What follows belongs to an exercise in optimizing a design on an open flow for small area and a short achievable clock period; a production flow would make more cautious choices.
The RTL was checked by simulation tests, not by an equivalence proof against the original design.

--- constraint.sdc ---
create_clock -name core_clock -period 11.0 [get_ports {clk}]
set_input_delay 2.2000 -clock core_clock [delete_from_list [all_inputs] [get_ports {clk}]]
set_output_delay 2.2000 -clock core_clock [all_outputs]
set_load 0.01 [all_outputs]
--- run.sh ---
#!/bin/bash
# synth_recipe.tcl (not shown) runs the flow's synth.tcl, then flattens the netlist and writes it again
# the make line also repeats each setting of config.mk as NAME=value (left out here)
make -C /OpenROAD-flow-scripts/flow DESIGN_CONFIG=/design/flow/config.mk WORK_HOME=/design/flow/orfs CLKGATE_MAP_FILE= SYNTH_SCRIPT=/design/flow/synth_recipe.tcl finish
--- config.mk ---
export PLATFORM = sky130hd
export DESIGN_NAME = cpu
export DESIGN_NICKNAME = cpu
export VERILOG_FILES = /design/flow/design.v
export SDC_FILE = /design/flow/constraint.sdc
export NUM_CORES = 4
export LEC_CHECK = 0
export ABC_AREA = 1
export CAP_MARGIN = 5
export CORE_MARGIN = 2
export CORE_UTILIZATION = 40
export CTS_BUF_LIST = sky130_fd_sc_hd__clkbuf_8
export PLACE_DENSITY = 0.6
export SETUP_SLACK_MARGIN = 4
export SLEW_MARGIN = 5
--- design.v ---
parameter
    SYNC  = 6'd0,
    IMM0  = 6'd1,
    PHA0  = 6'd2,
    PLA0  = 6'd3,
    ZPG0  = 6'd4,
    DATA  = 6'd5,
    ABS0  = 6'd6,
    ABS1  = 6'd7,
    BRA0  = 6'd8,
    JSR0  = 6'd9,
    JSR1  = 6'd10,
    JSR2  = 6'd11,
    RTS0  = 6'd12,
    RTS1  = 6'd13,
    RTS2  = 6'd14,
    JMP0  = 6'd15,
    JMP1  = 6'd16,
    IDX0  = 6'd17,
    IDX1  = 6'd18,
    IDX2  = 6'd19,
    BRK0  = 6'd20,
    BRK1  = 6'd21,
    BRK2  = 6'd22,
    BRK3  = 6'd23,
    RTI0  = 6'd24,
    IND0  = 6'd25,
    IND1  = 6'd26,
    ZPW0  = 6'd27,
    ABW0  = 6'd28,
    ABW1  = 6'd29,
    RMW0  = 6'd30,
    RMW1  = 6'd31,
    BRK4  = 6'd32,
    JMPW  = 6'd33,
    INDW  = 6'd34,
    ABSW  = 6'd35,
    ABWW  = 6'd36,
    JSRW  = 6'd37,
    JSRH  = 6'd38,
    JSRL  = 6'd39,
    JSR3  = 6'd40,
    JSR4  = 6'd41,
    RTSW  = 6'd42,
    IMMR  = 6'd43,
    ABSR  = 6'd44,
    ZPGR  = 6'd45,
    IDXR  = 6'd46,
    PHAR  = 6'd47,
    PHAS  = 6'd48,
    PLAR  = 6'd49;
parameter
    NOP   = 2'b00,
    LDA   = 2'b01,
    STA   = 2'b10,
    RMW   = 2'b11;
parameter
    DST__ = 2'b00,
    DST_X = 2'b01,
    DST_Y = 2'b10,
    DST_A = 2'b11;
parameter
    SRC__ = 2'b00,
    SRC_Z = 2'b00,
    SRC_X = 2'b01,
    SRC_Y = 2'b10,
    SRC_A = 2'b11;
parameter
    SEL_Z = 2'b00,
    SEL_X = 2'b01,
    SEL_Y = 2'b10,
    SEL_A = 2'b11;
parameter
    FLAG____ = 2'b00,
    FLAG_ADD = 2'b01,
    FLAG_CMP = 2'b10,
    FLAG_BIT = 2'b11;
parameter
    IZ = SEL_Z,
    IX = SEL_X,
    IY = SEL_Y;
parameter
    IDX___ = 2'b00,      
    IDX_X_ = 2'b01,      
    IDX__Y = 2'b10,      
    IDX_XY = 2'b11;      
parameter  
    ALU_____ = 9'b00_000_00_00,
    ALU_REG  = 9'b00_000_00_00,  
    ALU_INCA = 9'b00_000_00_01,  
    ALU_DECA = 9'b00_000_10_00,  
    ALU_LDA  = 9'b00_001_00_00,  
    ALU_INCM = 9'b00_001_00_01,  
    ALU_DECM = 9'b00_001_10_00,  
    ALU_ADC  = 9'b00_000_01_10,  
    ALU_CMP  = 9'b00_000_11_01,  
    ALU_SBC  = 9'b00_000_11_10,  
    ALU_ORA  = 9'b00_100_00_00,  
    ALU_AND  = 9'b00_101_00_00,  
    ALU_EOR  = 9'b00_110_00_00,  
    ALU_TSX  = 9'b00_111_00_00,  
    ALU_PLA  = 9'b01_000_00_00,  
    ALU_ASLA = 9'b10_000_00_00,  
    ALU_ROLA = 9'b10_000_00_11,  
    ALU_LSRA = 9'b11_000_00_00,  
    ALU_RORA = 9'b11_000_00_11,  
    ALU_ASLM = 9'b10_001_00_00,  
    ALU_ROLM = 9'b10_001_00_11,  
    ALU_LSRM = 9'b11_001_00_00,  
    ALU_RORM = 9'b11_001_00_11;  
parameter
    AB_ZPGX = 11'b00_1_00_100_11_0,   
    AB_ABSX = 11'b10_1_00_010_01_0,   
    AB_PUSH = 11'b01_0_00_000_00_0,   
    AB_PULL = 11'b01_0_00_000_00_1,   
    AB_HOLD = 11'b10_0_00_011_00_0,   
    AB_NEXT = 11'b10_0_00_011_00_1,   
    AB_INCR = 11'b10_1_00_011_00_1,   
    AB_OPER = 11'b00_0_01_001_00_0,   
    AB_FWRD = 11'b10_0_01_001_10_0,   
    AB_JMP1 = 11'b10_0_01_010_00_1,   
    AB_JMP0 = 11'b10_0_01_010_01_0,   
    AB_BACK = 11'b11_0_01_001_10_0,   
    AB_NMIV = 11'b01_0_10_000_00_0,   
    AB_IRQV = 11'b01_0_11_000_00_0;   
parameter
    WE___ = 2'b00,                   
    WE_1_ = 2'b01,                   
    WE_ST = 2'b10;                   
parameter
    DR___ = 1'b0,                    
    DR_DI = 1'b1;                    
parameter
    DO____ = 3'b000,
    DO_ALU = 3'b000,
    DO_PCL = 3'b001,
    DO_PCH = 3'b010,
    DO_PHP = 3'b011,
    DO_PC3 = 3'b100;
parameter
    S____  = 2'b00,
    S_INC  = 2'b01,
    S_DEC  = 2'b10;
parameter
    AB_16  = 2'b00,
    AB_24  = 2'b01,
    AB_32  = 2'b10,
    AB_48  = 2'b11;
parameter
    R_08  = 2'b00,
    R_16  = 2'b01,
    R_24  = 2'b10,
    R_32  = 2'b11;
module cpu( 
    input clk,                           
    input RST,                           
    output [23:0] AB,                    
    output sync,                         
    input [7:0] DI,                      
    output reg [7:0] DO,                 
    output WE,                           
    input IRQ,                           
    input NMI,                           
    input RDY,                           
    input debug );                       
 parameter
    SYNC  = 6'd0,
    IMM0  = 6'd1,
    PHA0  = 6'd2,
    PLA0  = 6'd3,
    ZPG0  = 6'd4,
    DATA  = 6'd5,
    ABS0  = 6'd6,
    ABS1  = 6'd7,
    BRA0  = 6'd8,
    JSR0  = 6'd9,
    JSR1  = 6'd10,
    JSR2  = 6'd11,
    RTS0  = 6'd12,
    RTS1  = 6'd13,
    RTS2  = 6'd14,
    JMP0  = 6'd15,
    JMP1  = 6'd16,
    IDX0  = 6'd17,
    IDX1  = 6'd18,
    IDX2  = 6'd19,
    BRK0  = 6'd20,
    BRK1  = 6'd21,
    BRK2  = 6'd22,
    BRK3  = 6'd23,
    RTI0  = 6'd24,
    IND0  = 6'd25,
    IND1  = 6'd26,
    ZPW0  = 6'd27,
    ABW0  = 6'd28,
    ABW1  = 6'd29,
    RMW0  = 6'd30,
    RMW1  = 6'd31,
    BRK4  = 6'd32,
    JMPW  = 6'd33,
    INDW  = 6'd34,
    ABSW  = 6'd35,
    ABWW  = 6'd36,
    JSRW  = 6'd37,
    JSRH  = 6'd38,
    JSRL  = 6'd39,
    JSR3  = 6'd40,
    JSR4  = 6'd41,
    RTSW  = 6'd42,
    IMMR  = 6'd43,
    ABSR  = 6'd44,
    ZPGR  = 6'd45,
    IDXR  = 6'd46,
    PHAR  = 6'd47,
    PHAS  = 6'd48,
    PLAR  = 6'd49;
parameter
    NOP   = 2'b00,
    LDA   = 2'b01,
    STA   = 2'b10,
    RMW   = 2'b11;
parameter
    DST__ = 2'b00,
    DST_X = 2'b01,
    DST_Y = 2'b10,
    DST_A = 2'b11;
parameter
    SRC__ = 2'b00,
    SRC_Z = 2'b00,
    SRC_X = 2'b01,
    SRC_Y = 2'b10,
    SRC_A = 2'b11;
parameter
    SEL_Z = 2'b00,
    SEL_X = 2'b01,
    SEL_Y = 2'b10,
    SEL_A = 2'b11;
parameter
    FLAG____ = 2'b00,
    FLAG_ADD = 2'b01,
    FLAG_CMP = 2'b10,
    FLAG_BIT = 2'b11;
parameter
    IZ = SEL_Z,
    IX = SEL_X,
    IY = SEL_Y;
parameter
    IDX___ = 2'b00,      
    IDX_X_ = 2'b01,      
    IDX__Y = 2'b10,      
    IDX_XY = 2'b11;      
parameter  
    ALU_____ = 9'b00_000_00_00,
    ALU_REG  = 9'b00_000_00_00,  
    ALU_INCA = 9'b00_000_00_01,  
    ALU_DECA = 9'b00_000_10_00,  
    ALU_LDA  = 9'b00_001_00_00,  
    ALU_INCM = 9'b00_001_00_01,  
    ALU_DECM = 9'b00_001_10_00,  
    ALU_ADC  = 9'b00_000_01_10,  
    ALU_CMP  = 9'b00_000_11_01,  
    ALU_SBC  = 9'b00_000_11_10,  
    ALU_ORA  = 9'b00_100_00_00,  
    ALU_AND  = 9'b00_101_00_00,  
    ALU_EOR  = 9'b00_110_00_00,  
    ALU_TSX  = 9'b00_111_00_00,  
    ALU_PLA  = 9'b01_000_00_00,  
    ALU_ASLA = 9'b10_000_00_00,  
    ALU_ROLA = 9'b10_000_00_11,  
    ALU_LSRA = 9'b11_000_00_00,  
    ALU_RORA = 9'b11_000_00_11,  
    ALU_ASLM = 9'b10_001_00_00,  
    ALU_ROLM = 9'b10_001_00_11,  
    ALU_LSRM = 9'b11_001_00_00,  
    ALU_RORM = 9'b11_001_00_11;  
parameter
    AB_ZPGX = 11'b00_1_00_100_11_0,   
    AB_ABSX = 11'b10_1_00_010_01_0,   
    AB_PUSH = 11'b01_0_00_000_00_0,   
    AB_PULL = 11'b01_0_00_000_00_1,   
    AB_HOLD = 11'b10_0_00_011_00_0,   
    AB_NEXT = 11'b10_0_00_011_00_1,   
    AB_INCR = 11'b10_1_00_011_00_1,   
    AB_OPER = 11'b00_0_01_001_00_0,   
    AB_FWRD = 11'b10_0_01_001_10_0,   
    AB_JMP1 = 11'b10_0_01_010_00_1,   
    AB_JMP0 = 11'b10_0_01_010_01_0,   
    AB_BACK = 11'b11_0_01_001_10_0,   
    AB_NMIV = 11'b01_0_10_000_00_0,   
    AB_IRQV = 11'b01_0_11_000_00_0;   
parameter
    WE___ = 2'b00,                   
    WE_1_ = 2'b01,                   
    WE_ST = 2'b10;                   
parameter
    DR___ = 1'b0,                    
    DR_DI = 1'b1;                    
parameter
    DO____ = 3'b000,
    DO_ALU = 3'b000,
    DO_PCL = 3'b001,
    DO_PCH = 3'b010,
    DO_PHP = 3'b011,
    DO_PC3 = 3'b100;
parameter
    S____  = 2'b00,
    S_INC  = 2'b01,
    S_DEC  = 2'b10;
parameter
    AB_16  = 2'b00,
    AB_24  = 2'b01,
    AB_32  = 2'b10,
    AB_48  = 2'b11;
parameter
    R_08  = 2'b00,
    R_16  = 2'b01,
    R_24  = 2'b10,
    R_32  = 2'b11;
function [24:0] dec;
    input [7:0] op;
    input p0;
    case( op )
         8'h6D: dec = { FLAG_ADD, LDA, SRC_A, DST_A, ALU_ADC , IZ, (p0) ? ABSW : ABS0 };  
         8'h7D: dec = { FLAG_ADD, LDA, SRC_A, DST_A, ALU_ADC , IX, (p0) ? ABSW : ABS0 };  
         8'h79: dec = { FLAG_ADD, LDA, SRC_A, DST_A, ALU_ADC , IY, (p0) ? ABSW : ABS0 };  
         8'h69: dec = { FLAG_ADD, LDA, SRC_A, DST_A, ALU_ADC , IZ, IMM0 };  
         8'h65: dec = { FLAG_ADD, LDA, SRC_A, DST_A, ALU_ADC , IZ, ZPG0 };  
         8'h72: dec = { FLAG_ADD, LDA, SRC_A, DST_A, ALU_ADC , IZ, IDX0 };  
         8'h61: dec = { FLAG_ADD, LDA, SRC_A, DST_A, ALU_ADC , IX, IDX0 };  
         8'h75: dec = { FLAG_ADD, LDA, SRC_A, DST_A, ALU_ADC , IX, ZPG0 };  
         8'h71: dec = { FLAG_ADD, LDA, SRC_A, DST_A, ALU_ADC , IY, IDX0 };  
         8'hED: dec = { FLAG_ADD, LDA, SRC_A, DST_A, ALU_SBC , IZ, (p0) ? ABSW : ABS0 };  
         8'hFD: dec = { FLAG_ADD, LDA, SRC_A, DST_A, ALU_SBC , IX, (p0) ? ABSW : ABS0 };  
         8'hF9: dec = { FLAG_ADD, LDA, SRC_A, DST_A, ALU_SBC , IY, (p0) ? ABSW : ABS0 };  
         8'hE9: dec = { FLAG_ADD, LDA, SRC_A, DST_A, ALU_SBC , IZ, IMM0 };  
         8'hE5: dec = { FLAG_ADD, LDA, SRC_A, DST_A, ALU_SBC , IZ, ZPG0 };  
         8'hF2: dec = { FLAG_ADD, LDA, SRC_A, DST_A, ALU_SBC , IZ, IDX0 };  
         8'hE1: dec = { FLAG_ADD, LDA, SRC_A, DST_A, ALU_SBC , IX, IDX0 };  
         8'hF5: dec = { FLAG_ADD, LDA, SRC_A, DST_A, ALU_SBC , IX, ZPG0 };  
         8'hF1: dec = { FLAG_ADD, LDA, SRC_A, DST_A, ALU_SBC , IY, IDX0 };  
         8'h2D: dec = { FLAG____, LDA, SRC_A, DST_A, ALU_AND , IZ, (p0) ? ABSW : ABS0 };  
         8'h3D: dec = { FLAG____, LDA, SRC_A, DST_A, ALU_AND , IX, (p0) ? ABSW : ABS0 };  
         8'h39: dec = { FLAG____, LDA, SRC_A, DST_A, ALU_AND , IY, (p0) ? ABSW : ABS0 };  
         8'h29: dec = { FLAG____, LDA, SRC_A, DST_A, ALU_AND , IZ, IMM0 };  
         8'h25: dec = { FLAG____, LDA, SRC_A, DST_A, ALU_AND , IZ, ZPG0 };  
         8'h32: dec = { FLAG____, LDA, SRC_A, DST_A, ALU_AND , IZ, IDX0 };  
         8'h21: dec = { FLAG____, LDA, SRC_A, DST_A, ALU_AND , IX, IDX0 };  
         8'h35: dec = { FLAG____, LDA, SRC_A, DST_A, ALU_AND , IX, ZPG0 };  
         8'h31: dec = { FLAG____, LDA, SRC_A, DST_A, ALU_AND , IY, IDX0 };  
         8'h0D: dec = { FLAG____, LDA, SRC_A, DST_A, ALU_ORA , IZ, (p0) ? ABSW : ABS0 };  
         8'h1D: dec = { FLAG____, LDA, SRC_A, DST_A, ALU_ORA , IX, (p0) ? ABSW : ABS0 };  
         8'h19: dec = { FLAG____, LDA, SRC_A, DST_A, ALU_ORA , IY, (p0) ? ABSW : ABS0 };  
         8'h09: dec = { FLAG____, LDA, SRC_A, DST_A, ALU_ORA , IZ, IMM0 };  
         8'h05: dec = { FLAG____, LDA, SRC_A, DST_A, ALU_ORA , IZ, ZPG0 };  
         8'h12: dec = { FLAG____, LDA, SRC_A, DST_A, ALU_ORA , IZ, IDX0 };  
         8'h01: dec = { FLAG____, LDA, SRC_A, DST_A, ALU_ORA , IX, IDX0 };  
         8'h15: dec = { FLAG____, LDA, SRC_A, DST_A, ALU_ORA , IX, ZPG0 };  
         8'h11: dec = { FLAG____, LDA, SRC_A, DST_A, ALU_ORA , IY, IDX0 };  
         8'hAD: dec = { FLAG____, LDA, SRC_A, DST_A, ALU_LDA , IZ, (p0) ? ABSW : ABS0 };  
         8'hBD: dec = { FLAG____, LDA, SRC_A, DST_A, ALU_LDA , IX, (p0) ? ABSW : ABS0 };  
         8'hB9: dec = { FLAG____, LDA, SRC_A, DST_A, ALU_LDA , IY, (p0) ? ABSW : ABS0 };  
         8'hA9: dec = { FLAG____, LDA, SRC_A, DST_A, ALU_LDA , IZ, IMM0 };  
         8'hA5: dec = { FLAG____, LDA, SRC_A, DST_A, ALU_LDA , IZ, ZPG0 };  
         8'hB2: dec = { FLAG____, LDA, SRC_A, DST_A, ALU_LDA , IZ, IDX0 };  
         8'hA1: dec = { FLAG____, LDA, SRC_A, DST_A, ALU_LDA , IX, IDX0 };  
         8'hB5: dec = { FLAG____, LDA, SRC_A, DST_A, ALU_LDA , IX, ZPG0 };  
         8'hB1: dec = { FLAG____, LDA, SRC_A, DST_A, ALU_LDA , IY, IDX0 };  
         8'hCD: dec = { FLAG_CMP, NOP, SRC_A, DST__, ALU_CMP , IZ, (p0) ? ABSW : ABS0 };  
         8'hDD: dec = { FLAG_CMP, NOP, SRC_A, DST__, ALU_CMP , IX, (p0) ? ABSW : ABS0 };  
         8'hD9: dec = { FLAG_CMP, NOP, SRC_A, DST__, ALU_CMP , IY, (p0) ? ABSW : ABS0 };  
         8'hC9: dec = { FLAG_CMP, NOP, SRC_A, DST__, ALU_CMP , IZ, IMM0 };  
         8'hC5: dec = { FLAG_CMP, NOP, SRC_A, DST__, ALU_CMP , IZ, ZPG0 };  
         8'hD2: dec = { FLAG_CMP, NOP, SRC_A, DST__, ALU_CMP , IZ, IDX0 };  
         8'hC1: dec = { FLAG_CMP, NOP, SRC_A, DST__, ALU_CMP , IX, IDX0 };  
         8'hD5: dec = { FLAG_CMP, NOP, SRC_A, DST__, ALU_CMP , IX, ZPG0 };  
         8'hD1: dec = { FLAG_CMP, NOP, SRC_A, DST__, ALU_CMP , IY, IDX0 };  
         8'h4D: dec = { FLAG____, LDA, SRC_A, DST_A, ALU_EOR , IZ, (p0) ? ABSW : ABS0 };  
         8'h5D: dec = { FLAG____, LDA, SRC_A, DST_A, ALU_EOR , IX, (p0) ? ABSW : ABS0 };  
         8'h59: dec = { FLAG____, LDA, SRC_A, DST_A, ALU_EOR , IY, (p0) ? ABSW : ABS0 };  
         8'h49: dec = { FLAG____, LDA, SRC_A, DST_A, ALU_EOR , IZ, IMM0 };  
         8'h45: dec = { FLAG____, LDA, SRC_A, DST_A, ALU_EOR , IZ, ZPG0 };  
         8'h52: dec = { FLAG____, LDA, SRC_A, DST_A, ALU_EOR , IZ, IDX0 };  
         8'h41: dec = { FLAG____, LDA, SRC_A, DST_A, ALU_EOR , IX, IDX0 };  
         8'h55: dec = { FLAG____, LDA, SRC_A, DST_A, ALU_EOR , IX, ZPG0 };  
         8'h51: dec = { FLAG____, LDA, SRC_A, DST_A, ALU_EOR , IY, IDX0 };  
         8'h8D: dec = { FLAG____, STA, SRC_A, DST__, ALU_REG , IZ, (p0) ? ABSW : ABS0 };  
         8'h9D: dec = { FLAG____, STA, SRC_A, DST__, ALU_REG , IX, (p0) ? ABSW : ABS0 };  
         8'h99: dec = { FLAG____, STA, SRC_A, DST__, ALU_REG , IY, (p0) ? ABSW : ABS0 };  
         8'h85: dec = { FLAG____, STA, SRC_A, DST__, ALU_REG , IZ, ZPG0 };  
         8'h92: dec = { FLAG____, STA, SRC_A, DST__, ALU_REG , IZ, IDX0 };  
         8'h81: dec = { FLAG____, STA, SRC_A, DST__, ALU_REG , IX, IDX0 };  
         8'h95: dec = { FLAG____, STA, SRC_A, DST__, ALU_REG , IX, ZPG0 };  
         8'h91: dec = { FLAG____, STA, SRC_A, DST__, ALU_REG , IY, IDX0 };  
         8'h0A: dec = { FLAG____, LDA, SRC_A, DST_A, ALU_ASLA, IZ, SYNC };  
         8'h4A: dec = { FLAG____, LDA, SRC_A, DST_A, ALU_LSRA, IZ, SYNC };  
         8'h2A: dec = { FLAG____, LDA, SRC_A, DST_A, ALU_ROLA, IZ, SYNC };  
         8'h6A: dec = { FLAG____, LDA, SRC_A, DST_A, ALU_RORA, IZ, SYNC };  
         8'h0E: dec = { FLAG____, RMW, SRC__, DST__, ALU_ASLM, IZ, (p0) ? ABWW : ABW0 };  
         8'h1E: dec = { FLAG____, RMW, SRC__, DST__, ALU_ASLM, IX, (p0) ? ABWW : ABW0 };  
         8'h06: dec = { FLAG____, RMW, SRC__, DST__, ALU_ASLM, IZ, ZPW0 };  
         8'h16: dec = { FLAG____, RMW, SRC__, DST__, ALU_ASLM, IX, ZPW0 };  
         8'h4E: dec = { FLAG____, RMW, SRC__, DST__, ALU_LSRM, IZ, (p0) ? ABWW : ABW0 };  
         8'h5E: dec = { FLAG____, RMW, SRC__, DST__, ALU_LSRM, IX, (p0) ? ABWW : ABW0 };  
         8'h46: dec = { FLAG____, RMW, SRC__, DST__, ALU_LSRM, IZ, ZPW0 };  
         8'h56: dec = { FLAG____, RMW, SRC__, DST__, ALU_LSRM, IX, ZPW0 };  
         8'h2E: dec = { FLAG____, RMW, SRC__, DST__, ALU_ROLM, IZ, (p0) ? ABWW : ABW0 };  
         8'h3E: dec = { FLAG____, RMW, SRC__, DST__, ALU_ROLM, IX, (p0) ? ABWW : ABW0 };  
         8'h26: dec = { FLAG____, RMW, SRC__, DST__, ALU_ROLM, IZ, ZPW0 };  
         8'h36: dec = { FLAG____, RMW, SRC__, DST__, ALU_ROLM, IX, ZPW0 };  
         8'h6E: dec = { FLAG____, RMW, SRC__, DST__, ALU_RORM, IZ, (p0) ? ABWW : ABW0 };  
         8'h7E: dec = { FLAG____, RMW, SRC__, DST__, ALU_RORM, IX, (p0) ? ABWW : ABW0 };  
         8'h66: dec = { FLAG____, RMW, SRC__, DST__, ALU_RORM, IZ, ZPW0 };  
         8'h76: dec = { FLAG____, RMW, SRC__, DST__, ALU_RORM, IX, ZPW0 };  
         8'h90: dec = { FLAG____, NOP, SRC__, DST__, ALU_____, IZ, BRA0 };  
         8'hB0: dec = { FLAG____, NOP, SRC__, DST__, ALU_____, IZ, BRA0 };  
         8'hF0: dec = { FLAG____, NOP, SRC__, DST__, ALU_____, IZ, BRA0 };  
         8'h30: dec = { FLAG____, NOP, SRC__, DST__, ALU_____, IZ, BRA0 };  
         8'hD0: dec = { FLAG____, NOP, SRC__, DST__, ALU_____, IZ, BRA0 };  
         8'h10: dec = { FLAG____, NOP, SRC__, DST__, ALU_____, IZ, BRA0 };  
         8'h80: dec = { FLAG____, NOP, SRC__, DST__, ALU_____, IZ, BRA0 };  
         8'h50: dec = { FLAG____, NOP, SRC__, DST__, ALU_____, IZ, BRA0 };  
         8'h70: dec = { FLAG____, NOP, SRC__, DST__, ALU_____, IZ, BRA0 };  
         8'h2C: dec = { FLAG_BIT, NOP, SRC_A, DST__, ALU_AND , IZ, (p0) ? ABSW : ABS0 };  
         8'h3C: dec = { FLAG_BIT, NOP, SRC_A, DST__, ALU_AND , IX, (p0) ? ABSW : ABS0 };  
         8'h89: dec = { FLAG_BIT, NOP, SRC_A, DST__, ALU_AND , IZ, IMM0 };  
         8'h24: dec = { FLAG_BIT, NOP, SRC_A, DST__, ALU_AND , IZ, ZPG0 };  
         8'h34: dec = { FLAG_BIT, NOP, SRC_A, DST__, ALU_AND , IX, ZPG0 };  
         8'h18: dec = { FLAG____, NOP, SRC__, DST__, ALU_____, IZ, SYNC };  
         8'hD8: dec = { FLAG____, NOP, SRC__, DST__, ALU_____, IZ, SYNC };  
         8'h58: dec = { FLAG____, NOP, SRC__, DST__, ALU_____, IZ, SYNC };  
         8'hB8: dec = { FLAG____, NOP, SRC__, DST__, ALU_____, IZ, SYNC };  
         8'h38: dec = { FLAG____, NOP, SRC__, DST__, ALU_____, IZ, SYNC };  
         8'hF8: dec = { FLAG____, NOP, SRC__, DST__, ALU_____, IZ, SYNC };  
         8'h78: dec = { FLAG____, NOP, SRC__, DST__, ALU_____, IZ, SYNC };  
         8'hEA: dec = { FLAG____, NOP, SRC__, DST__, ALU_____, IZ, SYNC };  
         8'hEC: dec = { FLAG_CMP, NOP, SRC_X, DST__, ALU_CMP , IZ, (p0) ? ABSW : ABS0 };  
         8'hE0: dec = { FLAG_CMP, NOP, SRC_X, DST__, ALU_CMP , IZ, IMM0 };  
         8'hE4: dec = { FLAG_CMP, NOP, SRC_X, DST__, ALU_CMP , IZ, ZPG0 };  
         8'hCC: dec = { FLAG_CMP, NOP, SRC_Y, DST__, ALU_CMP , IZ, (p0) ? ABSW : ABS0 };  
         8'hC0: dec = { FLAG_CMP, NOP, SRC_Y, DST__, ALU_CMP , IZ, IMM0 };  
         8'hC4: dec = { FLAG_CMP, NOP, SRC_Y, DST__, ALU_CMP , IZ, ZPG0 };  
         8'hCE: dec = { FLAG____, RMW, SRC__, DST__, ALU_DECM, IZ, (p0) ? ABWW : ABW0 };  
         8'hDE: dec = { FLAG____, RMW, SRC__, DST__, ALU_DECM, IX, (p0) ? ABWW : ABW0 };  
         8'hC6: dec = { FLAG____, RMW, SRC__, DST__, ALU_DECM, IZ, ZPW0 };  
         8'hD6: dec = { FLAG____, RMW, SRC__, DST__, ALU_DECM, IX, ZPW0 };  
         8'hEE: dec = { FLAG____, RMW, SRC__, DST__, ALU_INCM, IZ, (p0) ? ABWW : ABW0 };  
         8'hFE: dec = { FLAG____, RMW, SRC__, DST__, ALU_INCM, IX, (p0) ? ABWW : ABW0 };  
         8'hE6: dec = { FLAG____, RMW, SRC__, DST__, ALU_INCM, IZ, ZPW0 };  
         8'hF6: dec = { FLAG____, RMW, SRC__, DST__, ALU_INCM, IX, ZPW0 };  
         8'h3A: dec = { FLAG____, LDA, SRC_A, DST_A, ALU_DECA, IZ, SYNC };  
         8'hCA: dec = { FLAG____, LDA, SRC_X, DST_X, ALU_DECA, IZ, SYNC };  
         8'h88: dec = { FLAG____, LDA, SRC_Y, DST_Y, ALU_DECA, IZ, SYNC };  
         8'h1A: dec = { FLAG____, LDA, SRC_A, DST_A, ALU_INCA, IZ, SYNC };  
         8'hE8: dec = { FLAG____, LDA, SRC_X, DST_X, ALU_INCA, IZ, SYNC };  
         8'hC8: dec = { FLAG____, LDA, SRC_Y, DST_Y, ALU_INCA, IZ, SYNC };  
         8'hAA: dec = { FLAG____, LDA, SRC_A, DST_X, ALU_REG , IZ, SYNC };  
         8'hA8: dec = { FLAG____, LDA, SRC_A, DST_Y, ALU_REG , IZ, SYNC };  
         8'hBA: dec = { FLAG____, LDA, SRC__, DST_X, ALU_TSX , IZ, SYNC };  
         8'h8A: dec = { FLAG____, LDA, SRC_X, DST_A, ALU_REG , IZ, SYNC };  
         8'h9A: dec = { FLAG____, NOP, SRC_X, DST__, ALU_REG , IZ, SYNC };  
         8'h98: dec = { FLAG____, LDA, SRC_Y, DST_A, ALU_REG , IZ, SYNC };  
         8'h00: dec = { FLAG____, NOP, SRC__, DST__, ALU_____, IZ, BRK0 };  
         8'h4C: dec = { FLAG____, NOP, SRC__, DST__, ALU_____, IZ, (p0) ? JMPW : JMP0 };  
         8'h6C: dec = { FLAG____, NOP, SRC__, DST__, ALU_____, IZ, (p0) ? INDW : IND0 };  
         8'h7C: dec = { FLAG____, NOP, SRC__, DST__, ALU_____, IX, (p0) ? INDW : IND0 };  
         8'h20: dec = { FLAG____, NOP, SRC__, DST__, ALU_____, IZ, (p0) ? JSRW : JSR0 };  
         8'h40: dec = { FLAG____, NOP, SRC__, DST__, ALU_____, IZ, RTI0 };  
         8'h60: dec = { FLAG____, NOP, SRC__, DST__, ALU_____, IZ, RTS0 };  
         8'hAE: dec = { FLAG____, LDA, SRC__, DST_X, ALU_LDA , IZ, (p0) ? ABSW : ABS0 };  
         8'hBE: dec = { FLAG____, LDA, SRC__, DST_X, ALU_LDA , IY, (p0) ? ABSW : ABS0 };  
         8'hA2: dec = { FLAG____, LDA, SRC__, DST_X, ALU_LDA , IZ, IMM0 };  
         8'hA6: dec = { FLAG____, LDA, SRC__, DST_X, ALU_LDA , IZ, ZPG0 };  
         8'hB6: dec = { FLAG____, LDA, SRC__, DST_X, ALU_LDA , IY, ZPG0 };  
         8'hAC: dec = { FLAG____, LDA, SRC__, DST_Y, ALU_LDA , IZ, (p0) ? ABSW : ABS0 };  
         8'hBC: dec = { FLAG____, LDA, SRC__, DST_Y, ALU_LDA , IX, (p0) ? ABSW : ABS0 };  
         8'hA0: dec = { FLAG____, LDA, SRC__, DST_Y, ALU_LDA , IZ, IMM0 };  
         8'hA4: dec = { FLAG____, LDA, SRC__, DST_Y, ALU_LDA , IZ, ZPG0 };  
         8'hB4: dec = { FLAG____, LDA, SRC__, DST_Y, ALU_LDA , IX, ZPG0 };  
         8'h48: dec = { FLAG____, NOP, SRC_A, DST__, ALU_REG , IZ, PHA0 };  
         8'hDA: dec = { FLAG____, NOP, SRC_X, DST__, ALU_REG , IZ, PHA0 };  
         8'h5A: dec = { FLAG____, NOP, SRC_Y, DST__, ALU_REG , IZ, PHA0 };  
         8'h68: dec = { FLAG____, LDA, SRC__, DST_A, ALU_PLA , IZ, PLA0 };  
         8'hFA: dec = { FLAG____, LDA, SRC__, DST_X, ALU_PLA , IZ, PLA0 };  
         8'h7A: dec = { FLAG____, LDA, SRC__, DST_Y, ALU_PLA , IZ, PLA0 };  
         8'h08: dec = { FLAG____, NOP, SRC__, DST__, ALU_REG , IZ, PHA0 };  
         8'h28: dec = { FLAG____, NOP, SRC__, DST__, ALU_____, IZ, PLA0 };  
         8'h8E: dec = { FLAG____, STA, SRC_X, DST__, ALU_REG , IZ, (p0) ? ABSW : ABS0 };  
         8'h86: dec = { FLAG____, STA, SRC_X, DST__, ALU_REG , IZ, ZPG0 };  
         8'h96: dec = { FLAG____, STA, SRC_X, DST__, ALU_REG , IY, ZPG0 };  
         8'h8C: dec = { FLAG____, STA, SRC_Y, DST__, ALU_REG , IZ, (p0) ? ABSW : ABS0 };  
         8'h84: dec = { FLAG____, STA, SRC_Y, DST__, ALU_REG , IZ, ZPG0 };  
         8'h94: dec = { FLAG____, STA, SRC_Y, DST__, ALU_REG , IX, ZPG0 };  
         8'h9C: dec = { FLAG____, STA, SRC_Z, DST__, ALU_REG , IZ, (p0) ? ABSW : ABS0 };  
         8'h9E: dec = { FLAG____, STA, SRC_Z, DST__, ALU_REG , IX, (p0) ? ABSW : ABS0 };  
         8'h64: dec = { FLAG____, STA, SRC_Z, DST__, ALU_REG , IZ, ZPG0 };  
         8'h74: dec = { FLAG____, STA, SRC_Z, DST__, ALU_REG , IX, ZPG0 };  
         8'h0F: dec = { FLAG____, NOP, SRC__, DST__, ALU_____, IZ, SYNC };  
         8'h1F: dec = { FLAG____, NOP, SRC__, DST__, ALU_____, IZ, SYNC };  
         8'h4F: dec = { FLAG____, NOP, SRC__, DST__, ALU_____, IZ, SYNC };  
         8'h8F: dec = { FLAG____, NOP, SRC__, DST__, ALU_____, IZ, SYNC };  
         8'h5F: dec = { FLAG____, NOP, SRC__, DST__, ALU_____, IZ, SYNC };  
         8'h9F: dec = { FLAG____, NOP, SRC__, DST__, ALU_____, IZ, SYNC };  
         8'h1C: dec = { 21'b00_00_00_00_00_000000000_00, (p0) ? ABSW : ABS0 };  
         8'h14: dec = { 21'b00_00_00_00_00_000000000_00, ZPG0 };  
         8'h0C: dec = { 21'b00_00_00_00_00_000000000_00, (p0) ? ABSW : ABS0 };  
         8'h04: dec = { 21'b00_00_00_00_00_000000000_00, ZPG0 };  
       default: dec = { 19'b0, IZ, SYNC };
    endcase
endfunction
function [20:0] busop;
    input [5:0] st;
    input r;                             
    input c;                             
    input d7;                            
    case( st )
        ABSW:                    busop = { S____, IDX___, DO____, DR_DI, WE___, AB_OPER };
        ABS0:                    busop = { S____, IDX___, DO____, DR_DI, WE___, AB_OPER };
        ABS1:                    busop = { S____, IDX_XY, DO_ALU, DR___, WE_ST, AB_ABSX };
        ABSR:                    busop = { S____, IDX_XY, DO_ALU, DR_DI, WE_ST, AB_INCR };
        ABWW:                    busop = { S____, IDX___, DO____, DR_DI, WE___, AB_OPER };
        ABW0:                    busop = { S____, IDX___, DO____, DR_DI, WE___, AB_OPER };
        ABW1:                    busop = { S____, IDX_XY, DO____, DR___, WE___, AB_ABSX };
        BRA0: if( c & d7 ) busop = { S____, IDX___, DO____, DR___, WE___, AB_BACK };
             else if( c )    busop = { S____, IDX___, DO____, DR___, WE___, AB_FWRD };
             else               busop = { S____, IDX___, DO____, DR___, WE___, AB_OPER };
        BRK0:                    busop = { S_DEC, IDX___, DO_PCH, DR___, WE_1_, AB_PUSH };
        BRK1:                    busop = { S_DEC, IDX___, DO_PCL, DR___, WE_1_, AB_PUSH };
        BRK2:                    busop = { S_DEC, IDX___, DO_PHP, DR___, WE_1_, AB_IRQV };
        BRK3:                    busop = { S____, IDX___, DO____, DR_DI, WE___, AB_OPER };
        BRK4:                    busop = { S____, IDX___, DO____, DR___, WE___, AB_OPER };
        DATA:                    busop = { S____, IDX___, DO____, DR_DI, WE___, AB_OPER };
        IDX0:                    busop = { S____, IDX_X_, DO____, DR_DI, WE___, AB_ZPGX };
        IDX1:                    busop = { S____, IDX___, DO____, DR_DI, WE___, AB_NEXT };
        IDX2:                    busop = { S____, IDX__Y, DO_ALU, DR___, WE_ST, AB_ABSX };
        IDXR:                    busop = { S____, IDX__Y, DO_ALU, DR_DI, WE_ST, AB_INCR };
        IMM0:                    busop = { S____, IDX___, DO____, DR_DI, WE___, AB_OPER };
        IMMR:                    busop = { S____, IDX___, DO____, DR_DI, WE___, AB_OPER };
        INDW:                    busop = { S____, IDX___, DO____, DR_DI, WE___, AB_OPER };
        IND0:                    busop = { S____, IDX___, DO____, DR_DI, WE___, AB_OPER };
        IND1:                    busop = { S____, IDX_X_, DO____, DR___, WE___, AB_JMP0 };
        JMPW:                    busop = { S____, IDX___, DO____, DR_DI, WE___, AB_OPER };
        JMP0:                    busop = { S____, IDX___, DO____, DR_DI, WE___, AB_OPER };
        JMP1:                    busop = { S____, IDX___, DO____, DR___, WE___, AB_JMP0 };
        JSRW:                    busop = { S_DEC, IDX___, DO_PC3, DR_DI, WE_1_, AB_PUSH };
        JSRH:                    busop = { S_DEC, IDX___, DO_PCH, DR___, WE_1_, AB_PUSH };
        JSR3:                    busop = { S____, IDX___, DO____, DR___, WE___, AB_OPER };
        JSR4:                    busop = { S____, IDX___, DO____, DR___, WE___, AB_OPER };
        JSRL:                    busop = { S_DEC, IDX___, DO_PCL, DR_DI, WE_1_, AB_PUSH };
        JSR0:                    busop = { S_DEC, IDX___, DO_PCH, DR_DI, WE_1_, AB_PUSH };
        JSR1:                    busop = { S_DEC, IDX___, DO_PCL, DR___, WE_1_, AB_PUSH };
        JSR2:                    busop = { S____, IDX___, DO____, DR___, WE___, AB_OPER };
        PHA0:                    busop = { S_DEC, IDX___, DO_PHP, DR___, WE_1_, AB_PUSH };
        PHAR:                    busop = { S_DEC, IDX___, DO_PHP, DR___, WE_1_, AB_PUSH };
        PHAS:                    busop = { S____, IDX___, DO____, DR___, WE___, AB_OPER };
        PLA0:                    busop = { S_INC, IDX___, DO____, DR_DI, WE___, AB_PULL };
        PLAR:                    busop = { S_INC, IDX___, DO____, DR_DI, WE___, AB_PULL };
        RMW0:                    busop = { S____, IDX___, DO____, DR_DI, WE___, AB_OPER };
        RMW1:                    busop = { S____, IDX___, DO_ALU, DR___, WE_1_, AB_HOLD };
        RTI0:                    busop = { S_INC, IDX___, DO____, DR___, WE___, AB_PULL };
        RTS0:                    busop = { S_INC, IDX___, DO____, DR___, WE___, AB_PULL };
        RTS1:                    busop = { S_INC, IDX___, DO____, DR_DI, WE___, AB_PULL };
        RTSW:                    busop = { S_INC, IDX___, DO____, DR_DI, WE___, AB_PULL };
        RTS2: if( r )          busop = { S____, IDX___, DO____, DR___, WE___, AB_JMP0 };
             else               busop = { S____, IDX___, DO____, DR___, WE___, AB_JMP1 };
        SYNC:                    busop = { S____, IDX___, DO____, DR___, WE___, AB_OPER };
        ZPG0:                    busop = { S____, IDX_XY, DO_ALU, DR___, WE_ST, AB_ZPGX };
        ZPGR:                    busop = { S____, IDX_XY, DO_ALU, DR_DI, WE_ST, AB_INCR };
        ZPW0:                    busop = { S____, IDX_XY, DO____, DR___, WE___, AB_ZPGX };
       default:                 busop = { S____, IDX___, DO____, DR___, WE___, AB_OPER };           
    endcase
endfunction
function [8:0] padd8;                    
    input [7:0] a;
    input [7:0] b;
    input c;
    reg [8:0] G, P, Gn, Pn;
    integer i, l;
    begin
        G = { a & b, c };
        P = { a ^ b, 1'b0 };
        for( l = 1; l < 9; l = l * 2 ) begin
            Gn = G;
            Pn = P;
            for( i = l; i < 9; i = i + 1 ) begin
                Gn[i] = G[i] | (P[i] & G[i - l]);
                Pn[i] = P[i] & P[i - l];
            end
            G = Gn;
            P = Pn;
        end
        padd8 = { G[8], (a ^ b) ^ G[7:0] };
    end
endfunction
function [23:0] allones;                 
    input [23:0] x;
    reg [23:0] P, Pn;
    integer i, l;
    begin
        P = { x[22:0], 1'b1 };
        for( l = 1; l < 24; l = l * 2 ) begin
            Pn = P;
            for( i = l; i < 24; i = i + 1 )
                Pn[i] = P[i] & P[i - l];
            P = Pn;
        end
        allones = P;
    end
endfunction
reg [23:0] PC;                           
reg [23:0] ab_hold;                      
reg [7:0] D4;                            
reg [7:0] D3;                            
reg [7:0] DR;                            
wire [7:0] IR;                           
reg [7:0] OP;                            
reg [2:0] PREFIX;                        
reg ABWDTH;                              
reg [1:0] RWDTH;                         
reg [1:0] RBYTES;                        
reg N, V, D, I, Z, C;                    
wire [7:0] P = { N, V, 1'b1, 1'b1, D, I, Z, C };
reg [23:0] XR, YR, AR;                   
reg [15:0] S;                            
reg [5:0] state;
reg [5:0] next_state;
assign sync = (state == SYNC);
reg [8:0] DIHOLD;
always @(posedge clk)
    case( state )
        PLA0: DIHOLD <= {1'b1, DI[7:0]};
        PHA0: DIHOLD <= {1'b1, DI[7:0]};
        RMW1: DIHOLD <= {1'b1, DI[7:0]};
     default: DIHOLD <= {1'b0, DI[7:0]};
    endcase
assign IR = DIHOLD[8] ? DIHOLD[7:0] : DI[7:0];
wire [7:0] OP_next = sync ? IR : OP;
always @(posedge clk)
    OP <= OP_next;
wire [24:0] op_dec = dec( OP, PREFIX[0] );      
wire [18:0] control = op_dec[24:6];
wire [1:0] ins_type = control[18:17];
wire adc_sbc = (ins_type == FLAG_ADD);
wire cmp     = (ins_type == FLAG_CMP);
wire bit_isn = (ins_type == FLAG_BIT);
wire store = control[16];
wire load = control[15];
wire [1:0] reg_dst = control[12:11];
wire [8:0] alu_op = control[10:2];
wire shift = alu_op[8];
wire clc = (OP == 8'h18);
wire sec = (OP == 8'h38);
wire cld = (OP == 8'hD8);
wire sed = (OP == 8'hF8);
wire cli = (OP == 8'h58);
wire sei = (OP == 8'h78);
wire rti = (OP == 8'h40);
wire clv = (OP == 8'hB8);
wire php = (OP == 8'h08) || (OP == 8'h00);
wire plp = (OP == 8'h28);
wire txs = (OP == 8'h9A);
wire variation = (OP == 8'h0F);
reg cond;
always @*
    casez( OP[7:4] )
        4'b000?: cond = ~N;
        4'b001?: cond =  N;
        4'b010?: cond = ~V;
        4'b011?: cond =  V;
        4'b1000: cond =  1;
        4'b1001: cond = ~C;
        4'b101?: cond =  C;
        4'b110?: cond = ~Z;
        4'b111?: cond =  Z;
    endcase
wire [20:0] bus_op = busop( state, rti, cond, DI[7] );
wire [10:0] ab_op = bus_op[10:0];
wire [1:0] we_op = bus_op[12:11];
wire dr_di = bus_op[13];
wire [2:0] do_op = bus_op[16:14];
wire pull = bus_op[19];
wire push = bus_op[20];
wire [24:0] ir_dec = dec( IR, PREFIX[0] );
wire [5:0] init_state = ir_dec[5:0];
always @* begin
    next_state = state;
    if( RST )
        next_state = BRK4;
    else case( state )
        SYNC:  next_state = init_state;
        ABSW:  next_state = ABS0;
        ABS0:  next_state = ABS1;
        ABS1:  if (RBYTES == 0) next_state = DATA;
               else next_state = ABSR;
        ABSR:  if (RBYTES == 0) next_state = DATA;
        ABWW:  next_state = ABWW;
        ABW0:  next_state = ABW1;
        ABW1:  next_state = RMW0;
        BRA0:  next_state = SYNC;
        BRK0:  next_state = BRK1;
        BRK1:  next_state = BRK2;
        BRK2:  next_state = BRK3;
        BRK3:  next_state = JMP0;
        BRK4:  next_state = BRK3;
        DATA:  next_state = SYNC;
        IDX0:  next_state = IDX1;
        IDX1:  next_state = IDX2;
        IDX2:  if (RBYTES == 0) next_state = DATA;
               else next_state = IDXR;
        IDXR:  if (RBYTES == 0) next_state = DATA;
        IMM0:  if (RBYTES == 0) next_state = SYNC;
               else next_state = IMMR;
        IMMR:  if (RBYTES == 0) next_state = SYNC;
        INDW:  next_state = IND0;
        IND0:  next_state = IND1;
        IND1:  next_state = (ABWDTH == 1'b0) ? JMP0 : JMPW;
        JMPW:  next_state = JMP0;
        JMP0:  next_state = JMP1;
        JMP1:  next_state = SYNC;
        JSRW:  next_state = JSRH;
        JSRH:  next_state = JSR3;
        JSR3:  next_state = JSRL;
        JSRL:  next_state = JSR4;
        JSR4:  next_state = JMP1;
        JSR0:  next_state = JSR1;
        JSR1:  next_state = JSR2;
        JSR2:  next_state = JMP1;
        PHA0:  if (RBYTES == 0) next_state = SYNC;
               else next_state = PHAR;
        PHAR:  if (RBYTES == 0) next_state = PHAS;
        PHAS:  next_state = SYNC;
        PLA0:  if (RBYTES == 0) next_state = SYNC;
               else next_state = PLAR;
        PLAR:  if (RBYTES == 0) next_state = SYNC;
        RMW0:  next_state = RMW1;
        RMW1:  next_state = SYNC;
        RTI0:  next_state = RTS0;
        RTS0:  next_state = (ABWDTH == 1'b0) ? RTS1 : RTSW;
        RTSW:  next_state = RTS1;
        RTS1:  next_state = RTS2;
        RTS2:  next_state = SYNC;
        ZPG0:  if (RBYTES == 0) next_state = DATA;
               else next_state = ZPGR;
        ZPGR:  if (RBYTES == 0) next_state = DATA;
        ZPW0:  next_state = RMW0;
        default:  next_state = SYNC;
    endcase
end
reg count;
always @*
    case( state )
        ABS1, ABSR, IDX2, IDXR, IMM0, IMMR, PHA0, PHAR, PLA0, PLAR, ZPG0, ZPGR:
            count = 1'b1;
        default:
            count = 1'b0;
    endcase
always @(posedge clk)
    state <= next_state;
always @(posedge clk)
    if( RST ) begin
        ABWDTH <= 1'b1;
        RWDTH <= R_08;
        RBYTES <= R_08;
        PREFIX <= { R_08, 1'b1 };
    end
    else begin
        if( sync ) begin
            ABWDTH <= PREFIX[0];
            RWDTH <= PREFIX[2:1];
            RBYTES <= PREFIX[2:1];
            if (IR[3:0] == 4'hF)
                PREFIX <= { IR[7:6], IR[4] };
            else if (IR == 8'h40) begin
                ABWDTH <= 1'b1;
                RWDTH <= R_08;
                PREFIX <= { R_08, 1'b1 };
            end
            else
                PREFIX <= { R_08, 1'b0 };
        end
        if( count && RBYTES != 0 )
            RBYTES <= RBYTES - 1'b1;
    end
wire [24:0] nop_dec = dec( OP_next, PREFIX[0] );
wire [20:0] nbus_op = busop( next_state, OP_next == 8'h40, 1'b0, 1'b0 );
wire nABWDTH = RST ? 1'b1 : (sync ? ((IR == 8'h40) ? 1'b1 : PREFIX[0]) : ABWDTH);
wire [1:0] nidx = nop_dec[7:6] & nbus_op[18:17];
reg bs_S, bs_PC, bs_D24, bs_D16, bs_H;   
reg [1:0] ab_x;                          
reg [1:0] ab_h;                          
reg ab_ci;
reg ab_bra;                              
reg ix_X, ix_Y;                          
reg src_X, src_Y, src_A;                 
always @(posedge clk) begin
    bs_S   <= ~nbus_op[5] & (nbus_op[4:3] == 2'b00);
    bs_PC  <= ~nbus_op[5] & (nbus_op[4:3] == 2'b01);
    bs_D24 <= ~nbus_op[5] & (nbus_op[4:3] == 2'b10) & nABWDTH;
    bs_D16 <= ~nbus_op[5] & (nbus_op[4:3] == 2'b10) & ~nABWDTH;
    bs_H   <= ~nbus_op[5] & (nbus_op[4:3] == 2'b11);
    ab_x   <= nbus_op[2:1];
    ab_h   <= nbus_op[10:9];
    ab_ci  <= nbus_op[0];
    ab_bra <= (next_state == BRA0);
    ix_X   <= (nidx == SEL_X);
    ix_Y   <= (nidx == SEL_Y);
    src_X  <= (nop_dec[20:19] == SEL_X);
    src_Y  <= (nop_dec[20:19] == SEL_Y);
    src_A  <= (nop_dec[20:19] == SEL_A);
end
wire [23:0] R = ({24{src_X}} & XR) | ({24{src_Y}} & YR) | ({24{src_A}} & AR);
wire [8:0] XY = ({9{ix_X}} & XR[8:0]) | ({9{ix_Y}} & YR[8:0]);
reg [23:0] R_IN;
reg [23:0] MEM;
reg [23:0] alu_ai;
reg [23:0] alu_bi;
reg alu_ci;
reg alu_si;
reg [23:0] alu_out;
reg alu_C, alu_N, alu_V;
wire alu_Z = (alu_out == 24'h000000);
always @* begin
    case( RWDTH )
        R_08: R_IN = { 16'h0000, R[7:0] };
        R_16: R_IN = { 8'h00, R[15:0] };
        default: R_IN = R;
    endcase
    case( RWDTH )
        R_24: MEM = { DR, D3, D4 };
        R_16: MEM = { 8'h00, DR, D3 };
        default: MEM = { 8'h00, 8'h00, DR };
    endcase
    casez( alu_op[6:4] )
        3'b0?0: alu_ai = R_IN;
        3'b0?1: alu_ai = MEM;
        3'b100: alu_ai = R_IN | MEM;
        3'b101: alu_ai = R_IN & MEM;
        3'b110: alu_ai = R_IN ^ MEM;
        3'b111: alu_ai = { 8'h00, S };
    endcase
    case( alu_op[3:2] )
        2'b00: alu_bi = 24'h000000;
        2'b01: alu_bi = MEM;
        2'b10: alu_bi = 24'hffffff;
        2'b11: alu_bi = ~MEM;
    endcase
    case( alu_op[1:0] )
        2'b01: alu_ci = 1'b1;
        2'b10: alu_ci = C;
        default: alu_ci = 1'b0;
    endcase
    {alu_C, alu_out} = alu_ai + alu_bi + alu_ci;
    alu_si = C & alu_op[0];
    if( alu_op[8] )
        if( alu_op[7] )
            {alu_out, alu_C} = {alu_si, alu_out};
        else
            {alu_C, alu_out} = {alu_out, alu_si};
    else if( alu_op[7] )
        alu_out = { 16'h0000, DI };
    alu_N = (RWDTH == R_24) ? alu_out[23] : (RWDTH == R_16) ? alu_out[15] : alu_out[7];
    alu_V = (RWDTH == R_24) ? (alu_ai[23] ^ alu_bi[23] ^ alu_C ^ alu_N) :
            (RWDTH == R_16) ? (alu_ai[15] ^ alu_bi[15] ^ alu_C ^ alu_N) :
                              (alu_ai[7]  ^ alu_bi[7]  ^ alu_C ^ alu_N);
end
wire reg_we = load & ~store & sync;
always @(posedge clk)
    if( reg_we && reg_dst == SEL_X )
        XR <= alu_out;
always @(posedge clk)
    if( reg_we && reg_dst == SEL_Y )
        YR <= alu_out;
always @(posedge clk)
    if( reg_we && reg_dst == SEL_A )
        AR <= alu_out;
    else if( variation )                 
        AR <= {16'h6502, R_16, AB_24, 4'h0};
always @(posedge clk)
    if( txs )       S <= R[15:0];
    else if( push ) S <= S - 1'b1;
    else if( pull ) S <= S + 1'b1;
wire [23:0] base = ({24{bs_S}} & { 8'h00, S })
                 | ({24{bs_PC}} & PC)
                 | ({24{bs_D24}} & { DI, DR, D3 })
                 | ({24{bs_D16}} & { 8'h00, DI, DR })
                 | ({24{bs_H}} & ab_hold);
wire [1:0] x_op = ab_bra ? { cond, 1'b0 } : ab_x;
wire [1:0] h_op = ab_bra ? { cond, cond & DI[7] } : ab_h;
wire [7:0] abl_a = (x_op == 2'b11) ? XY[7:0] : base[7:0];
wire [7:0] abl_b = ((x_op == 2'b01) ? XY[7:0] : 8'h00) | (x_op[1] ? DI : 8'h00);
wire [8:0] abl_sum = padd8( abl_a, abl_b, ab_ci );
wire abl_co = abl_sum[8] ^ (x_op[0] & XY[8]);
wire [15:0] abh_base = base[23:8];
wire abh_down = (h_op == 2'b11);
wire [23:0] abh_run = allones( { 8'h00, abh_base ^ {16{abh_down}} } );
wire abh_flip = h_op[0] ^ (h_op[1] & abl_co);
wire [15:0] abh = abh_base ^ ({16{abh_flip}} & abh_run[15:0]);
assign AB = { abh, abl_sum[7:0] };
always @(posedge clk)
    if( ab_op[8] )
        ab_hold <= AB;
always @(posedge clk)
    if( RST )
        PC <= 24'hfffffa;
    else case( ab_op[7:6] )
        2'b01: PC <= AB + 1'b1;
        2'b10: PC <= 24'hfffff7;
        2'b11: PC <= 24'hfffffd;
      default:;
    endcase
assign WE = we_op[0] | (we_op[1] & store);
always @(posedge clk)
    if( dr_di ) begin
        D4 <= D3;
        D3 <= DR;
        DR <= DI;
    end
function [7:0] bytesel;
    input [23:0] x;
    input [1:0] w;
    input [1:0] n;
    if( w == R_08 ) bytesel = x[7:0];
    else if( w == R_16 ) bytesel = (n == 2'd1) ? x[7:0] : x[15:8];
    else bytesel = (n == 2'd2) ? x[7:0] : (n == 2'd1) ? x[15:8] : x[23:16];
endfunction
reg [8:0] rmw_in;
always @*
    case( RWDTH )
        R_16: rmw_in = { DR[0], D3 };
        R_24: rmw_in = { D3[0], D4 };
        default: rmw_in = { 1'b0, DR };
    endcase
wire rmw_si = C & alu_op[0];
wire [7:0] rmw_sum = rmw_in[7:0] + ((alu_op[3:2] == 2'b10) ? 8'hff : 8'h00) + (alu_op[1:0] == 2'b01);
reg [7:0] rmw_lo;                        
reg [7:0] rmw_hi;                        
always @* begin
    if( alu_op[8] ) begin
        rmw_lo = alu_op[7] ? rmw_in[8:1] : { rmw_in[6:0], rmw_si };
        rmw_hi = alu_op[7] ? { rmw_si, 7'h00 } : 8'h00;
    end
    else begin
        rmw_lo = rmw_sum;
        rmw_hi = ((alu_op[3:2] == 2'b10) && (alu_op[1:0] != 2'b01) && (DR == 8'h00)) ? 8'hff : 8'h00;
    end
end
wire [7:0] do_reg = bytesel( R, RWDTH, RBYTES );
wire [7:0] do_rmw = (RWDTH == R_32) ? rmw_hi : rmw_lo;
always @*
    case( do_op )
        DO_PCL: DO = PC[7:0];
        DO_PCH: DO = PC[15:8];
        DO_PC3: DO = PC[23:16];
        DO_PHP: DO = php ? P : do_reg;
        default: DO = (state == RMW1) ? do_rmw : do_reg;
    endcase
always @(posedge clk)
    case( state )
        RTS0: if( rti )                         N <= DI[7];
        SYNC: if( plp )                         N <= DI[7];
              else if( bit_isn )                N <= DI[7];
              else if( load | cmp )             N <= alu_N;
     default:;
    endcase
always @(posedge clk)
    case( state )
        RTS0: if( rti )                         V <= DI[6];
        SYNC: if( plp )                         V <= DI[6];
              else if( clv )                    V <= 0;
              else if( bit_isn )                V <= DI[6];
              else if( adc_sbc )                V <= alu_V;
     default:;
    endcase
always @(posedge clk)
    case( state )
        RTS0: if( rti )                         D <= DI[3];
        SYNC: if( plp )                         D <= DI[3];
              else if( cld )                    D <= 0;
              else if( sed )                    D <= 1;
     default:;
    endcase
always @(posedge clk)
    case( state )
        BRK4:                                   I <= 1;
        RTS0: if( rti )                         I <= DI[2];
        SYNC: if( plp )                         I <= DI[2]; 
              else if( cli )                    I <= 0;
              else if( sei )                    I <= 1;
     default:;
    endcase
always @(posedge clk)
    case( state )
        RTS0: if( rti )                         Z <= DI[1];
        SYNC: if( plp )                         Z <= DI[1]; 
              else if( load | cmp | bit_isn )   Z <= alu_Z;
     default:;
    endcase
always @(posedge clk)
    case( state )
        RTS0: if( rti )                         C <= DI[0];
        SYNC: if( plp )                         C <= DI[0];
              else if( clc )                    C <= 0;
              else if( sec )                    C <= 1;
              else if( cmp | shift | adc_sbc )  C <= alu_C;
     default:;
    endcase
endmodule
==> qor.yml, run 1 <==
status: "timing/DRC/antenna clean"
whs_endpoint: "PC[8]"
setup_violations: 0
clock_latency_ns: 0.64
nets: 3370
grt_start_max_net_pins: 43
synth_edf_count: 142
cts_root_buf: "clkbuf_8"
detail-route-antenna-nets: 0
grt_pass1_wl_mm: 127.8
final_util_pct: 46.32
syn_to_final_growth_pct: 14.26
synth_top_family_by_area: "simple AND/OR/NAND/NOR gates"
clk_pin_slew_worst_paths_ns: 0.06
reg2regPathDepth: 31
min_period_ns: 7.003
cts_buffers: 41
ioPinCount: 48
syn_inst: 3162
synth_top_area_cell: "edfxtp_1"
slew_headroom_pct: 25.17
clock_path_buffers: 3
initial_utilization_pct: 40.54
min-delay-start: "PC[8]"
vias_per_cell: 5.846
n_antenna_cell: 0
htreeDepth: 2
worstHoldPathCells: 2
core_um2: 50270
syn_avg_cell_area_um2: 6.446
grtUsageTotal_pct: 31.40
dp.cells: 3811
dp_hpwl_mm: 65.68
grt_pass1_vias: 21110
synth_area_um2: 20380
final_cell_mix: "nand2_1 (833), inv_1 (390), nor2_1 (287)"
drive_gt1_share_pct: 11.40
cts_hold_buffers: 0
antenna_found_initial: 2
muxShareOfSynthArea_pct: 0.1473
rsz0062_at_grt: "true"
fp.dieH_um: 229.7
yosys.area_share.simple_pct: 33.43
final_max_slew_viol_count: 0
synth_nets: 3291
period_share_pct: 63.67
layout_setup_ws_ns: 3.997
final_common_cell: "nand2_1"
drc: 0
synth-xor-area-share_pct: 2.278
gp_congestion: 0.9617
rows: 82
r2r-end: "Z"
pre_cts_ws_ns: 2.331
critPathCaptureType: "output port"
grt_overflow: 0
synth_warnings: 1
hold_viol_final: 0
regArea_um2: 5709
synth_seq_cells: 213
port_buffers: 43
wirelength_mm: 85.71
timing.rr.start: "OP[5]"
async_flop_share_pct: 0
synth_top_area_share_pct: 20.92
cts.sinks: 213
cts_tree: "yes"
die_x_um: 229.7
fin_tns_setup_ns: 0
ys_types: 69
nFillCells: 5327
multi_input_area_um2: 13240
crit_type: "in -> out"
drtPass1Iterations: 6
r2r_slack_ns: 4.30
clock_skew_ns: 0.05062
synthTopCellsByArea: "edfxtp_1 (21%), nand2_1 (16%), inv_1 (7.6%), dfxtp_1 (7.0%), ha_1 (6.7%)"
crit_path_start_kind: "primary input"
cp_max_fo: 5
vias: 23060
ys_seq_area_share_pct: 27.90
synth_ff_type: "edfxtp_1"
required_ns: 8.80
dieArea_um2: 52770
synth_fa_ha_area_share_pct: 7.281
hold_class: "reg -> reg"
synth_compound_area_share_pct: 18.88
clock.fmax_ghz: 0.1428
drtIter0Drc: 2691
maxCapViolCount: 0
fin_cells: 3945
crit_arrival_ns: 4.80
routedWlPerCell_um: 21.73
max_slew.worst_pin.slew_ns: 1.116
==> worst max path at each step <==
stage                      from      to  slack (ns)  cells after the start
after floorplan           DI[5]  AB[23]        4.34                     19
after CTS                 DI[7]  AB[23]        4.00                     20
after global placement    DI[6]  AB[23]        2.35                     20
after detailed placement  DI[6]  AB[23]        2.33                     20
final                     DI[5]  AB[23]        4.00                     20
after global routing      DI[7]  AB[23]        3.92                     20
==> per-layer routing <==
layer  part of all wire (%)  global-route usage [%]
met5                  0.019                       0
met2                     45                   49.88
met4                    4.0                   12.70
met1                     43                   42.91
met3                    8.5                   4.477
==> registers in the layout (all words and copies together), names as in the netlist, 8 cells and up <==
signal / count
AR: 24
D3: 8
D4: 8
DIHOLD: 9
DR: 8
OP: 8
PC: 24
S: 16
XR: 24
YR: 24
ab_hold: 24
==> per-stage QoR <==
step | instance area, um2 | hold WS [ns]
3_3_place_gp | 21450 | 0.4643
4_1_cts | 22880 | 0.4911
5_1_grt | 23290 | 0.5193
2_1_floorplan | 20380 | 0.4460
6_report | 23290 | 0.4923
3_5_place_dp | 21450 | 0.4771
==> repair_timing <==
| action | 4_1_cts | 5_1_grt |
|---|---|---|
| gates resized for setup | 192 | 104 |
| gates cloned | 2 | 0 |
| endpoints found under the setup margin | 52 | 28 |
| pin swaps | 29 | 41 |
| setup buffers | 29 | 28 |
==> worst max-delay path: stages <==
cell and delay [ns]:
buf_2 0.18, inv_2 0.08, o21ai_1 0.20, ha_1 0.32, inv_2 0.10, o21ai_2 0.07
a21boi_2 0.14, nand3_1 0.08, nand2_1 0.07, nand2_2 0.09, nand3_2 0.09, nand2_2 0.06
nand2_2 0.11, nand2_4 0.08, nor2_4 0.16, nand3_2 0.10, or2_4 0.27, xor2_4 0.16
inv_2 0.12, buf_6 0.11
==> layout make-up <==
| cell class | count | share of cell area (%) |
|---|---|---|
| Sequential cell | 213 | 24.52 |
| Clock buffer | 43 | 2.541 |
| Clock inverter | 32 | 0.8758 |
| Inverter | 426 | 7.038 |
| Timing Repair Buffer | 132 | 4.551 |
| Tap cell | 672 | 3.611 |
| Multi-Input combinational cell | 2427 | 56.87 |
==> logic make-up (layout without fill, tap and decap cells) <==
family,count (synthesis),in the layout
buf+inv,522,633
flops,213,213
xor+xnor,53,53
fa+ha+maj,115,115
compound gates,652,652
mux,3,3
simple gates,1604,1604
==> synthesized netlist by cell type, types with 9 or more instances <==
cell type / n
a221oi_1: 30
xor2_1: 37
nor4_1: 11
dfxtp_1: 71
clkbuf_1: 70
ha_1: 109
buf_2: 13
inv_1: 412
nor2_2: 18
nor2_1: 310
o221ai_1: 9
a21oi_1: 172
xnor2_1: 16
o21ai_1: 12
nand3_1: 240
a211oi_1: 17
o21ai_0: 250
edfxtp_1: 142
nand2_1: 868
nand4_1: 59
a31oi_1: 19
o211ai_1: 37
a22oi_1: 9
o22ai_1: 35
nor3_1: 47
nand2_2: 11
==> inputs of run 2 (changes only) <==
--- a/config.mk
+++ b/config.mk
@@ -7,9 +7,7 @@
 export LEC_CHECK = 0
-export ABC_AREA = 1
-export CAP_MARGIN = 5
+export CAP_MARGIN = 20
 export CORE_MARGIN = 2
 export CORE_UTILIZATION = 40
-export CTS_BUF_LIST = sky130_fd_sc_hd__clkbuf_8
 export PLACE_DENSITY = 0.6
 export SETUP_SLACK_MARGIN = 4
-export SLEW_MARGIN = 5
+export SLEW_MARGIN = 20
==> run 2 against run 1 <==
  * Die area shrank 2.4%
  * Flip-flop and latch count is the same
  * Largest cell class unchanged
  * Still clean on timing, DRC and antenna
  * Clock skew decreased by 0.034 ns
==> qor.yml, run 2 <==
cp_max_fo: 10
syn_inst: 2490
fin_cells: 3226
grtUsageTotal_pct: 29.68
cts_buffers: 27
cts_root_buf: "clkbuf_16"
clk_pin_slew_worst_paths_ns: 0.06
critPathCaptureType: "output port"
vias: 21130
ioPinCount: 48
timing.rr.start: "OP[7]"
drive_gt1_share_pct: 14.21
routedWlPerCell_um: 24.47
synth_ff_type: "edfxtp_1"
layout_setup_ws_ns: 3.792
gp_congestion: 0.9534
ys_seq_area_share_pct: 28.61
clock_path_buffers: 3
synthTopCellsByArea: "edfxtp_1 (21%), dfxtp_1 (7.2%), ha_1 (6.9%), nor2_1 (5.0%), nand2_1 (5.0%)"
final_cell_mix: "nor2_1 (259), nand2_1 (256), a21oi_1 (145)"
ys_types: 98
grt_start_max_net_pins: 53
status: "timing/DRC/antenna clean"
cts_hold_buffers: 0
fin_tns_setup_ns: 0
crit_type: "in -> out"
final_max_slew_viol_count: 0
hold_class: "reg -> reg"
hold_viol_final: 0
drtIter0Drc: 2705
nFillCells: 4750
nets: 2669
htreeDepth: 1
rsz0062_at_grt: "true"
period_share_pct: 65.52
crit_arrival_ns: 5.01
clock_skew_ns: 0.01631
synth_seq_cells: 213
vias_per_cell: 6.551
maxCapViolCount: 0
syn_to_final_growth_pct: 16.81
synth_warnings: 1
port_buffers: 43
wirelength_mm: 78.95
setup_violations: 0
max_slew.worst_pin.slew_ns: 1.143
detail-route-antenna-nets: 0
cts.sinks: 213
drtPass1Iterations: 7
synthTopCellsByCount: "nor2_1 (267), nand2_1 (264), a21oi_1 (151)"
synth_area_um2: 19870
rows: 81
clock.fmax_ghz: 0.1387
multi_input_area_um2: 13740
core_um2: 48950
synth_top_area_share_pct: 21.46
slew_headroom_pct: 22.85
crit_path_start_kind: "primary input"
min_period_ns: 7.208
async_flop_share_pct: 0
grt_pass1_vias: 19230
min-delay-start: "PC[12]"
dp_hpwl_mm: 55.82
final_common_cell: "nor2_1"
cts_tree: "yes"
regArea_um2: 5704
synth_edf_count: 142
antenna_found_initial: 0
fp.dieH_um: 226.9
drc: 0
startpoint: "DI[5]"
synth_nets: 2619
hold_ws_ns: 0.5189
grt_overflow: 0
grt_pass1_wl_mm: 117.8
clock_latency_ns: 0.57
initial_utilization_pct: 40.60
die_x_um: 226.9
dp.cells: 3095
yosysMostFrequentCell: "nor2_1"
syn_avg_cell_area_um2: 7.981
synth_top_area_cell: "edfxtp_1"
required_ns: 8.80
pre_cts_ws_ns: 2.038
dieArea_um2: 51480
[run 2: cell count changes after synthesis, moves of 30 or more]
cell      delta
nor2_1      -43
nor2b_1     +30
o21ai_0    -102
a22oi_1     +60
clkbuf_1    +51
nand2b_1    +31
nand3_1    -182
a222oi_1    +45
nand4_1     -38
inv_1      -294
xnor2_1     +57
nand2_1    -604
[run 2: final timing paths]
kind,endpoint,slack [ns],depth (start not counted)
min reg2reg,PC[12],0.52,2
max reg2reg,V,4.11,24
min,PC[12],0.52,2
max,AB[16],3.79,16
[run 2: layout make-up]
| type | count | share of cell area [%] |
|---|---|---|
| Sequential cell | 213 | 24.57 |
| Inverter | 123 | 1.994 |
| Timing Repair Buffer | 184 | 6.829 |
| Antenna cell | 1 | 0.01078 |
| Clock buffer | 34 | 3.207 |
| Tap cell | 664 | 3.579 |
| Clock inverter | 16 | 0.6360 |
| Multi-Input combinational cell | 1991 | 59.17 |
[run 2: layer usage]
metal	track usage [%]	vias up	wire, um
li1	-	9546	-
met1	39.42	10210	31740
met2	48.27	1196	36640
met3	4.134	185	7013
met4	12.48	0	3562
met5	0	-	0
[run 2: worst max-delay path, cell delays in order]
cell	delay (ns)
clkdlybuf4s15_2	0.38
nand2_1	0.12
o21ai_0	0.09
ha_1	0.38
o21a_1	0.13
nor2_2	0.11
a211o_1	0.12
o211ai_1	0.08
buf_4	0.17
and2_4	0.20
nor4_4	0.31
buf_4	0.17
and2_4	0.16
xor2_4	0.18
inv_2	0.06
buf_6	0.12
[run 2: timing repair]
action | CTS | global route
cloned | 1 | 0
setup endpoints to repair | 34 | 29
buffers inserted | 52 | 25
resized for setup | 211 | 53
pin swaps | 32 | 33
[run 2: cell families after synthesis]
| kind of cell | after synthesis | share of synthesized area [%] |
|---|---|---|
| multiplexers | 41 | 2.386 |
| XOR/XNOR | 102 | 4.495 |
| AO/OA/AOI/OAI | 813 | 28.76 |
| flip-flops | 213 | 28.61 |
| adder cells (fa/ha/maj) | 115 | 7.467 |
| buffers and inverters | 287 | 5.597 |
| AND/OR/NAND/NOR | 919 | 22.68 |
[run 2: stage by stage]
stage               util, %  instance area (um2)
global route          47.42                23210
floorplan                 -                19890
detailed placement    42.98                21040
CTS                   46.55                22790
global placement      42.96                21030
finish                47.42                23210

re-timing with driven ports:
No port has a modelled driver above. Below, the same layouts with a new extraction and two added sets of constraints. Step 1 (the two cells are an assumption about what drives the block):
set clk [get_ports {clk}]
set_driving_cell -lib_cell sky130_fd_sc_hd__clkbuf_16 $clk
set_driving_cell -lib_cell sky130_fd_sc_hd__buf_2 [delete_from_list [all_inputs] $clk]
Step 2 times the ports against the registers' clock, not the clock port: input delays grow and output delays shrink by t, the midpoint of the rising clock arrivals with the driver on. a / b / c = no drivers / after step 1 / after step 2; a / b = the first two.
| run | t (ns) | setup slack, ns | clock arrival spread, ns | worst slew at a driven data input, ns | cell pins on the clock port's net |
|---|---|---|---|---|---|
| run 1 | 0.674 | 3.997 / 3.965 / 3.965 | 0.051 / 0.051 | 0.04 | 1 |
| run 2 | 0.621 | 3.792 / 3.770 / 3.770 | 0.016 / 0.017 | 0.04 | 1 |
After both steps setup and hold are still met in every run listed. For run 1, which loses most, drivers alone change the setup slack by -0.032 ns; drivers and shift together by -0.032 ns.
